What follows belongs to an exercise in optimizing a design on an open flow for small area and a short achievable clock period; a production flow would make more cautious choices.
Function was not checked in any run shown here: the RTL went through the layout flow alone.
Power and IR drop assume default switching activity.

==> flow/design.v, too long to show whole: its modules and the start of the top module <==
// module MULTI_32bit: 3816 lines
module MULTI_32bit(clk, rst, A, B, F);
  // ...
==> flow/flow/run.sh <==
#!/bin/bash
# The standard layout, but with port buffers of a plain buffer cell
# (buffer_ports otherwise picks a delay cell, clkdlybuf4s50_1).
set -euo pipefail
export BUFFER_PORTS_ARGS="-buffer_cell sky130_fd_sc_hd__buf_4"
bash standard.sh > make_finish.log 2>&1
==> flow/standard.sh <==
#!/bin/bash
# synth_recipe.tcl (not shown) runs the flow's synth.tcl, then flattens the netlist and writes it again
# the make line also repeats each setting of config.mk as NAME=value (left out here)
make -C /OpenROAD-flow-scripts/flow DESIGN_CONFIG=/design/flow/config.mk WORK_HOME=/design/flow/orfs CLKGATE_MAP_FILE= SYNTH_SCRIPT=/design/flow/synth_recipe.tcl "${@:-finish}"
==> flow/config.mk <==
export PLATFORM = sky130hd
export DESIGN_NAME = MULTI_32bit
export DESIGN_NICKNAME = MULTI_32bit
export VERILOG_FILES = /design/flow/design.v
export SDC_FILE = /design/flow/constraint.sdc
export NUM_CORES = 4
export LEC_CHECK = 0
export ABC_CLOCK_PERIOD_IN_PS = 2500
export CAP_MARGIN = 20
export CORE_MARGIN = 2
export CORE_UTILIZATION = 40
export SETUP_SLACK_MARGIN = 4.5
export SLEW_MARGIN = 20
==> flow/constraint.sdc <==
create_clock -name core_clock -period 7.0 [get_ports {clk}]
set_input_delay 1.4000 -clock core_clock [delete_from_list [all_inputs] [get_ports {clk}]]
set_output_delay 1.4000 -clock core_clock [all_outputs]
set_load 0.01 [all_outputs]
==> impl_metrics.toml, run 1 <==
[power]
swShare_pct = 41.8
p_int_mw = 9.96
clockPowerShare_pct = 15.9
peakVddDrop_uv = 400
p_comb_mw = 10.3
sequentialPower_mw = 4.11

[floorplan]
die_h_um = 253

[grt]
grt_use_total_pct = 23.0
grt_max_degree = 46

[final_layout]
buffer_area_share_pct = 6.25
syn_to_final_growth_pct = 26.0
fin_nets = 2886
seq_share_pct = 29.6
fin_util_pct = 50.8

[job]
cap_violations = 0

[clock_tree]
numCtsBuffers = 51
cts-resized-gates = 206
hold_buffers = 0
clock_latency_ns = 0.60

[drt]
finalWirelength_um = 75100
wl_per_cell_um = 22.8
antenna_left = 0

[yosys]
synth_mux_area_share_pct = 0.707
async_flop_share_pct = 0
syn_nets = 2790
synth-compound-area-share_pct = 12.4

[timing]
fin_worst_skew_ns = 0.0169
rsz0062_at_grt = "yes"
clock.fmax_ghz = 0.361
tightest_slew_ns = 0.955

[run_status]
status = "no timing/DRC/antenna violations"

[worst_setup_path]
crit_path_start_kind = "flop"
startpoint = "r1_c14_5$_DFF_P_"
reg2reg_from = "r1_c14_5$_DFF_P_"
path_cells = "fa_1, inv_2, fa_2, fa_2, fa_1, inv_2, ha_4"
cp_slowest_stage_delay_ns = 0.62

[placed_design]
place_area_mm2 = 0.0274
==> run 2, diff against run 1 <==
--- a/flow/design.v
+++ b/flow/design.v
@@ -727,41 +727,16 @@
   reg r2_p15;
   reg r2_p16;
   reg r2_p17;
   reg r2_p18;
   reg r2_p19;
   reg r2_p20;
   reg r2_p21;
   reg r2_p22;
-  reg r2_p23;
-  reg r2_p24;
-  reg r2_p25;
-  reg r2_p26;
-  reg r2_p27;
-  reg r2_p28;
-  reg r2_p29;
-  reg r2_p30;
-  reg r2_p31;
-  reg r2_p32;
-  reg r2_p33;
-  reg r2_p34;
-  reg r2_p35;
-  reg r2_p36;
-  reg r2_p37;
-  reg r2_p38;
-  reg r2_p39;
-  reg r2_p40;
-  reg r2_p41;
-  reg r2_p42;
-  reg r2_p43;
-  reg r2_p44;
-  reg r2_p45;
-  reg r2_p46;
-  reg r2_p47;
   always @(posedge clk) begin
     r2_s <= r1_s;
     r2_e <= r1_e;
     r2_h23 <= h964;
     r2_h24 <= h965;
     r2_h25 <= h966;
     r2_h26 <= h967;
     r2_h27 <= h968;
@@ -850,41 +825,16 @@
     r2_p15 <= h956;
     r2_p16 <= h957;
     r2_p17 <= h958;
     r2_p18 <= h959;
     r2_p19 <= h960;
     r2_p20 <= h961;
     r2_p21 <= h962;
     r2_p22 <= h963;
-    r2_p23 <= h964;
-    r2_p24 <= h965;
-    r2_p25 <= h966;
-    r2_p26 <= h967;
-    r2_p27 <= h968;
-    r2_p28 <= h969;
-    r2_p29 <= h970;
-    r2_p30 <= h971;
-    r2_p31 <= h972;
-    r2_p32 <= h973;
-    r2_p33 <= h974;
-    r2_p34 <= h975;
-    r2_p35 <= h976;
-    r2_p36 <= h977;
-    r2_p37 <= h978;
-    r2_p38 <= h979;
-    r2_p39 <= h980;
-    r2_p40 <= h981;
-    r2_p41 <= h982;
-    r2_p42 <= h983;
-    r2_p43 <= h984;
-    r2_p44 <= h985;
-    r2_p45 <= h986;
-    r2_p46 <= h987;
-    r2_p47 <= h988;
   end
   wire one1;
   wire two2;
   wire neg3;
   wire pp4;
   wire pp5;
   wire pp6;
   wire pp7;
@@ -3419,66 +3369,66 @@
   assign G1072 = r2_g19 | (r2_p19 & r2_g18);
   assign P1073 = r2_p19 & r2_p18;
   assign G1074 = r2_g20 | (r2_p20 & r2_g19);
   assign P1075 = r2_p20 & r2_p19;
   assign G1076 = r2_g21 | (r2_p21 & r2_g20);
   assign P1077 = r2_p21 & r2_p20;
   assign G1078 = r2_g22 | (r2_p22 & r2_g21);
   assign P1079 = r2_p22 & r2_p21;
-  assign G1080 = r2_g23 | (r2_p23 & r2_g22);
-  assign P1081 = r2_p23 & r2_p22;
-  assign G1082 = r2_g24 | (r2_p24 & r2_g23);
-  assign P1083 = r2_p24 & r2_p23;
-  assign G1084 = r2_g25 | (r2_p25 & r2_g24);
-  assign P1085 = r2_p25 & r2_p24;
-  assign G1086 = r2_g26 | (r2_p26 & r2_g25);
-  assign P1087 = r2_p26 & r2_p25;
-  assign G1088 = r2_g27 | (r2_p27 & r2_g26);
-  assign P1089 = r2_p27 & r2_p26;
-  assign G1090 = r2_g28 | (r2_p28 & r2_g27);
-  assign P1091 = r2_p28 & r2_p27;
-  assign G1092 = r2_g29 | (r2_p29 & r2_g28);
-  assign P1093 = r2_p29 & r2_p28;
-  assign G1094 = r2_g30 | (r2_p30 & r2_g29);
-  assign P1095 = r2_p30 & r2_p29;
-  assign G1096 = r2_g31 | (r2_p31 & r2_g30);
-  assign P1097 = r2_p31 & r2_p30;
-  assign G1098 = r2_g32 | (r2_p32 & r2_g31);
-  assign P1099 = r2_p32 & r2_p31;
-  assign G1100 = r2_g33 | (r2_p33 & r2_g32);
-  assign P1101 = r2_p33 & r2_p32;
-  assign G1102 = r2_g34 | (r2_p34 & r2_g33);
-  assign P1103 = r2_p34 & r2_p33;
-  assign G1104 = r2_g35 | (r2_p35 & r2_g34);
-  assign P1105 = r2_p35 & r2_p34;
-  assign G1106 = r2_g36 | (r2_p36 & r2_g35);
-  assign P1107 = r2_p36 & r2_p35;
-  assign G1108 = r2_g37 | (r2_p37 & r2_g36);
-  assign P1109 = r2_p37 & r2_p36;
-  assign G1110 = r2_g38 | (r2_p38 & r2_g37);
-  assign P1111 = r2_p38 & r2_p37;
-  assign G1112 = r2_g39 | (r2_p39 & r2_g38);
-  assign P1113 = r2_p39 & r2_p38;
-  assign G1114 = r2_g40 | (r2_p40 & r2_g39);
-  assign P1115 = r2_p40 & r2_p39;
-  assign G1116 = r2_g41 | (r2_p41 & r2_g40);
-  assign P1117 = r2_p41 & r2_p40;
-  assign G1118 = r2_g42 | (r2_p42 & r2_g41);
-  assign P1119 = r2_p42 & r2_p41;
-  assign G1120 = r2_g43 | (r2_p43 & r2_g42);
-  assign P1121 = r2_p43 & r2_p42;
-  assign G1122 = r2_g44 | (r2_p44 & r2_g43);
-  assign P1123 = r2_p44 & r2_p43;
-  assign G1124 = r2_g45 | (r2_p45 & r2_g44);
-  assign P1125 = r2_p45 & r2_p44;
-  assign G1126 = r2_g46 | (r2_p46 & r2_g45);
-  assign P1127 = r2_p46 & r2_p45;
-  assign G1128 = r2_g47 | (r2_p47 & r2_g46);
-  assign P1129 = r2_p47 & r2_p46;
+  assign G1080 = r2_g23 | (r2_h23 & r2_g22);
+  assign P1081 = r2_h23 & r2_p22;
+  assign G1082 = r2_g24 | (r2_h24 & r2_g23);
+  assign P1083 = r2_h24 & r2_h23;
+  assign G1084 = r2_g25 | (r2_h25 & r2_g24);
+  assign P1085 = r2_h25 & r2_h24;
+  assign G1086 = r2_g26 | (r2_h26 & r2_g25);
+  assign P1087 = r2_h26 & r2_h25;
+  assign G1088 = r2_g27 | (r2_h27 & r2_g26);
+  assign P1089 = r2_h27 & r2_h26;
+  assign G1090 = r2_g28 | (r2_h28 & r2_g27);
+  assign P1091 = r2_h28 & r2_h27;
+  assign G1092 = r2_g29 | (r2_h29 & r2_g28);
+  assign P1093 = r2_h29 & r2_h28;
+  assign G1094 = r2_g30 | (r2_h30 & r2_g29);
+  assign P1095 = r2_h30 & r2_h29;
+  assign G1096 = r2_g31 | (r2_h31 & r2_g30);
+  assign P1097 = r2_h31 & r2_h30;
+  assign G1098 = r2_g32 | (r2_h32 & r2_g31);
+  assign P1099 = r2_h32 & r2_h31;
+  assign G1100 = r2_g33 | (r2_h33 & r2_g32);
+  assign P1101 = r2_h33 & r2_h32;
+  assign G1102 = r2_g34 | (r2_h34 & r2_g33);
+  assign P1103 = r2_h34 & r2_h33;
+  assign G1104 = r2_g35 | (r2_h35 & r2_g34);
+  assign P1105 = r2_h35 & r2_h34;
+  assign G1106 = r2_g36 | (r2_h36 & r2_g35);
+  assign P1107 = r2_h36 & r2_h35;
+  assign G1108 = r2_g37 | (r2_h37 & r2_g36);
+  assign P1109 = r2_h37 & r2_h36;
+  assign G1110 = r2_g38 | (r2_h38 & r2_g37);
+  assign P1111 = r2_h38 & r2_h37;
+  assign G1112 = r2_g39 | (r2_h39 & r2_g38);
+  assign P1113 = r2_h39 & r2_h38;
+  assign G1114 = r2_g40 | (r2_h40 & r2_g39);
+  assign P1115 = r2_h40 & r2_h39;
+  assign G1116 = r2_g41 | (r2_h41 & r2_g40);
+  assign P1117 = r2_h41 & r2_h40;
+  assign G1118 = r2_g42 | (r2_h42 & r2_g41);
+  assign P1119 = r2_h42 & r2_h41;
+  assign G1120 = r2_g43 | (r2_h43 & r2_g42);
+  assign P1121 = r2_h43 & r2_h42;
+  assign G1122 = r2_g44 | (r2_h44 & r2_g43);
+  assign P1123 = r2_h44 & r2_h43;
+  assign G1124 = r2_g45 | (r2_h45 & r2_g44);
+  assign P1125 = r2_h45 & r2_h44;
+  assign G1126 = r2_g46 | (r2_h46 & r2_g45);
+  assign P1127 = r2_h46 & r2_h45;
+  assign G1128 = r2_g47 | (r2_h47 & r2_g46);
+  assign P1129 = r2_h47 & r2_h46;
   assign G1130 = G1038 | (P1039 & r2_g0);
   assign G1131 = G1040 | (P1041 & G1037);
   assign G1132 = G1042 | (P1043 & G1038);
   assign P1133 = P1043 & P1039;
   assign G1134 = G1044 | (P1045 & G1040);
   assign P1135 = P1045 & P1041;
   assign G1136 = G1046 | (P1047 & G1042);
   assign P1137 = P1047 & P1043;
==> flow/config.mk (replaced) <==
export PLATFORM = sky130hd
export DESIGN_NAME = MULTI_32bit
export DESIGN_NICKNAME = MULTI_32bit
export VERILOG_FILES = /design/flow/design.v
export SDC_FILE = /design/flow/constraint.sdc
export NUM_CORES = 4
export LEC_CHECK = 0
export ABC_CLOCK_PERIOD_IN_PS = 2500
export CAP_MARGIN = 20
export CORE_MARGIN = 2
export CORE_UTILIZATION = 40
export SETUP_SLACK_MARGIN = 4.8
export SLEW_MARGIN = 20
==> run 2 against run 1 <==
Compared with the run above: still clean on timing, DRC and antenna; combinational power grew 7%; first-iteration DRC count increased by 1.7%; clock-buffer cell count is 12 lower; die area increased by 0.63%; clock skew up 0.010 ns; setup slack worse by 0.058 ns; non-clock buffer count is 111 higher; clock power up 4%; critical endpoint is now r2_p17$_DFF_P_; largest power group unchanged.
==> impl_metrics.toml, run 2 <==
[placed_design]
io_buffers = 96
dp_slack_ns = 3.44
gp_congestion = 0.812
hpwl_um = 46000

[job]
cap_violations = 0

[drt]
routed_via_density = 5.26
drt_iter0_drc = 1323
wl_per_cell_um = 24.1
antenna_left = 0
drc = 0
num_vias = 18200
finalWirelength_um = 83300
drt_pre_antenna_iters = 5

[yosys]
syn_nets = 2795
synth_edf_count = 0
synth_seq_cells = 456
yosys.area.top_type = "dfxtp_1"
synth_most_common_cell = "dfxtp_1"
yosysSeqAreaShare_pct = 36.6
synth_area_leaders = "dfxtp_1, fa_1, xnor2_1"
synth_area_mm2 = 0.0249
ys.flop_type = "dfxtp_1"
yosysWarnings = 1
postSynthAreaPerCell_um2 = 10.5
netlist_instances = 2366
ys_types = 70
async_flop_share_pct = 0
yosysTopAreaCellShare_pct = 36.6
ys_top_cells_by_count = "dfxtp_1, inv_1, xnor2_1, fa_1, a22oi_1"

[timing]
setup_viol = 0
rsz0062_at_grt = "yes"
setup_ws_ns = 4.17
tightest_slew_ns = 0.619
period_share_pct = 40.4
finalCriticalPeriod_ns = 2.83
fin_worst_skew_ns = 0.0271
hold_violations = 0
tns_ns = 0
slew_headroom_pct = 58.8
slew_violations = 0
clock.fmax_ghz = 0.354

[hold_path]
hp-class = "reg2reg"

[floorplan]
io_pins = 98
die_w_um = 254
die_h_um = 254
core_area_mm2 = 0.0617
dieArea_mm2 = 0.0644
fp-row-count = 91
initial_core_util_pct = 40.4

[clock_tree]
cts-root-buf = "clkbuf_16"
clock_latency_ns = 0.60
clk_pin_slew_ns = 0.06
hold_buffers = 0
numCtsBuffers = 50
cts_tree = "built"
clock-sinks = 456
cts_htree_levels = 2
cts_max_path_buffers = 3

[worst_setup_path]
crit_required_ns = 7.49
reg2reg_slack_ns = 4.17
cp_slowest_stage_delay_ns = 0.59
worstSetupEndpointType = "flop"
path_cells = "fa_2, inv_2, fa_2, fa_2, fa_1, inv_1, ha_2"
slowest_stage = "fa_2"
cpMostUsedCell = "fa_2"
cp.buffers_inverters = 2
path_max_fanout = 1
cp.arrival_ns = 3.32
crit_path_start_kind = "flop"
worstSetupPathType = "reg2reg"
path_delay_family = "adder cells"

[power]
power_density_mw_per_mm2 = 519
peakVddDrop_uv = 334
power_leakage_nw = 14.4

[final_layout]
syn_to_final_growth_pct = 39.5
largestRegisters = "F x32, r1_e x8, r2_e x8"
most-common-layout-cells = "dfxtp_1, inv_1, xnor2_1, a22oi_2, fa_2"
drive_gt1_share_pct = 47.4
largest_reg_flops = 32
nFillCells = 5045
n_antenna_cell = 0
largest_register = "F"
layout_commonest_cell = "dfxtp_1"
fin_nets = 3006

[grt]
grt_max_degree = 43
gr-total-overflow = 0
grt_pass1_wl_um = 123000
grt_use_total_pct = 26.1
grt_antenna_before_repair = 0
grt_pass1_vias = 19100

[run_status]
status = "no timing/DRC/antenna violations"
## run 2: cell count changes after synthesis, moves of 4 or more
cell	previous run	this run
a21oi_1	68	61
clkbuf_1	127	122
mux2_1	0	7
nand3_1	31	24
nand4_1	11	15
nor2_1	29	35
nor3_1	13	20
o21ai_0	41	37
o31ai_1	0	4
## run 2: final timing paths
path	from	to	depth (start not counted)
worst min register to register	r1_e[4]$_DFF_P_	r2_e[4]$_DFF_P_	0
worst min-delay path	r1_e[4]$_DFF_P_	r2_e[4]$_DFF_P_	0
worst max register to register	r1_c16_2$_DFF_P_	r2_p17$_DFF_P_	7
worst max-delay path	r1_c16_2$_DFF_P_	r2_p17$_DFF_P_	7
## run 2: through the flow
stage                     cell area, um2  utilization, %  hold WS [ns]  power [mW]  cells
after CTS                          33800            54.7         0.324        17.4   3417
after global routing               34800            56.4         0.328        19.5   3453
after detailed placement           28300            45.8         0.312        12.5   3158
after global placement             28300            45.8         0.311        12.1   3158
final                              34800            56.4         0.322        18.0   3453
after floorplan                    28000               -         0.310        9.58   2366
## run 2: worst reg2reg max path, delay by kind of cell (launching register included)
family	cells	cell delay [ns]
flip-flops	1	0.33
buffers and inverters	2	0.15
adder cells (fa/ha/maj)	5	2.25
## run 2: what timing repair did
| action | 4_1_cts | 5_1_grt |
|---|---|---|
| cloned | 33 | 0 |
| pin swaps | 244 | 193 |
| resized for setup | 452 | 213 |
| setup buffers | 135 | 36 |
| setup endpoints to repair | 259 | 217 |
## run 2: area by class of cell
type                            instances  area, um2  area share (%)
Clock inverter                         25        349            1.00
Timing Repair inverter                  9       83.8           0.241
Tap cell                              837       1050            3.01
Multi-Input combinational cell       1371      17100            49.0
Inverter                              385       1620            4.67
Clock buffer                           66       1380            3.97
Timing Repair Buffer                  304       3930            11.3
Sequential cell                       456       9310            26.8
## run 2: cell families (layout without fill, tap and decap cells)
group | count (synthesis) | count (layout) | synth area share [%]
buffers and inverters | 539 | 789 | 8.26
flip-flops | 456 | 456 | 36.6
AO/OA/AOI/OAI | 433 | 433 | 12.3
adder cells (fa/ha/maj) | 363 | 363 | 25.9
XOR/XNOR | 313 | 313 | 11.1
AND/OR/NAND/NOR | 237 | 237 | 4.70
multiplexers | 25 | 25 | 1.07
## run 2: routing by layer
metal	GRT usage (%)	routed length (um)
met4	9.95	3210
met2	43.4	39300
met5	0	0
met3	5.06	6330
met1	33.6	34500
## run 2: power by group
part	switching (mW)	internal (mW)
Sequential	0.570	3.61
Combinational	5.81	5.23
Clock	1.13	1.69
==> run 3, diff against run 2 <==
--- a/flow/config.mk
+++ b/flow/config.mk
@@ -11,3 +11,3 @@
 export CORE_UTILIZATION = 40
-export SETUP_SLACK_MARGIN = 4.8
+export SETUP_SLACK_MARGIN = 4.0
 export SLEW_MARGIN = 20
==> run 3 against run 2 <==
Compared with the run above: non-clock buffer count down 186; clock skew up 0.0032 ns; global-route usage down 4.6 points; die area unchanged; utilization down 11 points; power down 20%; sequential power down 3%; clock-buffer cell count down 1; sequential share of layout area up 5.7 points; clock power down 2%; synthesized cell count unchanged; critical path type is now in2reg; largest cell class unchanged.
==> impl_metrics.toml, run 3 <==
[power]
combPwrFrac_pct = 52.9
swShare_pct = 41.3
clockPowerShare_pct = 19.1
power_leakage_nw = 12.3
total_power_mw = 14.5
peakVddDrop_uv = 268
power_density_mw_per_mm2 = 516
pwr-share-seq_pct = 28.0
p_int_mw = 8.51
power_switching_mw = 5.98

[timing]
fin_worst_skew_ns = 0.0303
hold_violations = 0
rsz0062_at_grt = "no"
period_share_pct = 42.6
tightest_slew_ns = 0.942
finalCriticalPeriod_ns = 2.98
clock.fmax_ghz = 0.335
slew_violations = 0
tns_ns = 0
slew_headroom_pct = 37.2
setup_viol = 0

[final_layout]
fin_nets = 2810
design_area_mm2 = 0.0281
finalNonFillerCells = 3259
drive_gt1_share_pct = 10.6
syn_to_final_growth_pct = 12.6
most-common-layout-cells = "dfxtp_1, inv_1, xnor2_1, fa_1, a22oi_1"
largest_register = "F"
layout_commonest_cell = "dfxtp_1"
largestRegisters = "F x32, r1_e x8, r2_e x8"
largest_reg_flops = 32

[worst_setup_path]
startpoint = "B[19]"
worstSetupPathType = "in2reg"
slowest_stage = "inv_2"
worstSetupEndpointType = "flop"
crit_path_start_kind = "primary input"
path_max_fanout = 24
path_cells = "buf_4, ha_1, nand2b_1, inv_2, xnor2_1, fa_1"
reg2reg_from = "r1_c21_6$_DFF_P_"
cp_slowest_stage_delay_ns = 0.73
crit_required_ns = 7.48
cp.arrival_ns = 3.46

[grt]
grt_use_total_pct = 21.5
grt_pass1_vias = 17900
gr-total-overflow = 0
grt_max_degree = 46
grt_pass1_wl_um = 105000
grt_antenna_before_repair = 1

[placed_design]
dpl.cell_count = 3167
io_buffers = 96
hpwl_um = 44800
gp_congestion = 0.849
place_area_mm2 = 0.0263

[yosys]
yosys.area.top_type = "dfxtp_1"
synth_edf_count = 0
synth_most_common_cell = "dfxtp_1"
yosysWarnings = 1
synth_seq_cells = 456
postSynthAreaPerCell_um2 = 10.5
async_flop_share_pct = 0
ys.flop_type = "dfxtp_1"
synth_area_mm2 = 0.0249
ys_top_cells_by_count = "dfxtp_1, inv_1, xnor2_1, fa_1, a22oi_1"
yosysSeqAreaShare_pct = 36.6
ys_types = 70
syn_nets = 2795
yosysTopAreaCellShare_pct = 36.6
netlist_instances = 2366
synth_area_leaders = "dfxtp_1, fa_1, xnor2_1"

[clock_tree]
cts_tree = "built"
cts_max_path_buffers = 3
clock-sinks = 456
hold_buffers = 0
cts-root-buf = "clkbuf_16"
clock_latency_ns = 0.61
clk_pin_slew_ns = 0.06
numCtsBuffers = 49
cts_htree_levels = 2

[floorplan]
initial_core_util_pct = 40.4
dieArea_mm2 = 0.0644
io_pins = 98
die_w_um = 254
fp-row-count = 91
core_area_mm2 = 0.0617
die_h_um = 254

[run_status]
status = "no timing/DRC/antenna violations"

[drt]
drc = 0
drt_iter0_drc = 1269
routed_via_density = 5.18
antenna_left = 0
drt_pre_antenna_iters = 6
finalWirelength_um = 68400
num_vias = 16900
wl_per_cell_um = 21.0

[job]
cap_violations = 0

[hold_path]
hp-start = "r1_e[7]$_DFF_P_"
hp-class = "reg2reg"
==> run 3: layout make-up <==
cell class	instances	area [um2]
fillers	5704	33600
multi-input cells	1371	13800
flip-flops and latches	456	9130
inverters	385	1470
clock buffers	65	1390
well taps	837	1050
repair buffers	118	893
clock inverters	26	350
diodes	1	2.50
==> run 3: what timing repair did <==
item,4_1_cts,5_1_grt
resized for setup,8,15
endpoints found under the setup margin,44,37
buffers inserted,0,0
pin swaps,0,6
==> run 3: kinds of logic (layout without fill, tap and decap cells) <==
group	Yosys count	count (layout)	share of synthesized area, %
buffers and inverters	539	594	8.26
flip-flops	456	456	36.6
AO/OA/AOI/OAI	433	433	12.3
adder cells (fa/ha/maj)	363	363	25.9
XOR/XNOR	313	313	11.1
AND/OR/NAND/NOR	237	237	4.70
multiplexers	25	25	1.07
other	0	1	0
==> run 3: stage by stage <==
| stage | hold slack [ns] | worst slack, ns | utilization (%) |
|---|---|---|---|
| finish | 0.316 | 4.02 | 45.5 |
| global route | 0.306 | 4.00 | 45.5 |
| CTS | 0.311 | 4.02 | 45.5 |
| detailed placement | 0.312 | 3.13 | 42.6 |
| global placement | 0.312 | 3.20 | 42.6 |
| floorplan | 0.310 | 4.01 | - |
==> run 3: power groups by stage <==
stage                     clock (mW)  sequential (mW)  combinational [mW]
after floorplan                    0             3.94                5.11
after global placement             0             4.08                7.43
after detailed placement           0             4.10                7.63
after CTS                       2.82             4.05                7.72
after global routing            2.92             4.14                8.80
final                           2.77             4.05                7.66
==> run 3: critical path, delay by kind of cell <==
kind                     cells  cell delay, ns
AND/OR/NAND/NOR              1            0.32
adder cells (fa/ha/maj)      2            0.65
XOR/XNOR                     1            0.21
buffers and inverters        2            0.86
==> run 3: worst paths after layout <==
check	endpoint	slack [ns]	cells past startpoint
min reg2reg	r2_e[7]$_DFF_P_	0.32	0
min	r2_e[7]$_DFF_P_	0.32	0
max reg2reg	r2_p22$_DFF_P_	4.05	7
max	r1_c24_7$_DFF_P_	4.02	6
==> run 3: routing by layer <==
metal  track usage [%]  wire length, um  up-vias
met5                 0                0        -
met4              8.50             2510        0
li1                  -                -     7649
met1              28.3            29300     8412
met3              3.10             4630      170
met2              35.8            31900      641

-- re-timing with driven ports --
In the flow no input, the clock included, has a driving cell. The finished layouts below were timed again as built, in two steps.
Step 1 (the two cells are an assumption about what drives the block):
set clk [get_ports {clk}]
set_driving_cell -lib_cell sky130_fd_sc_hd__clkbuf_16 $clk
set_driving_cell -lib_cell sky130_fd_sc_hd__buf_2 [delete_from_list [all_inputs] $clk]
Step 2 times the ports against the registers' clock, not the clock port: input delays grow and output delays shrink by t, the midpoint of the rising clock arrivals with the driver on.
Slacks: ideal ports / drivers / drivers and shift; pairs: ideal ports / drivers.
run | shift t [ns] | setup WS [ns] | worst setup path after step 2 | worst register clock-pin slew, ns | cell pins on the clock port's net
run 1 | 0.659 | 4.229 / 4.229 / 3.848 | input to register | 0.06 / 0.06 | 1
run 2 | 0.651 | 4.172 / 4.172 / 3.855 | input to register | 0.07 / 0.07 | 1
run 3 | 0.655 | 4.018 / 4.050 / 3.397 | input to register | 0.07 / 0.07 | 1
After both steps every run listed still meets setup and hold. The setup slack of run 3, which loses most, moves by +0.032 ns with the drivers and by -0.621 ns with both steps.
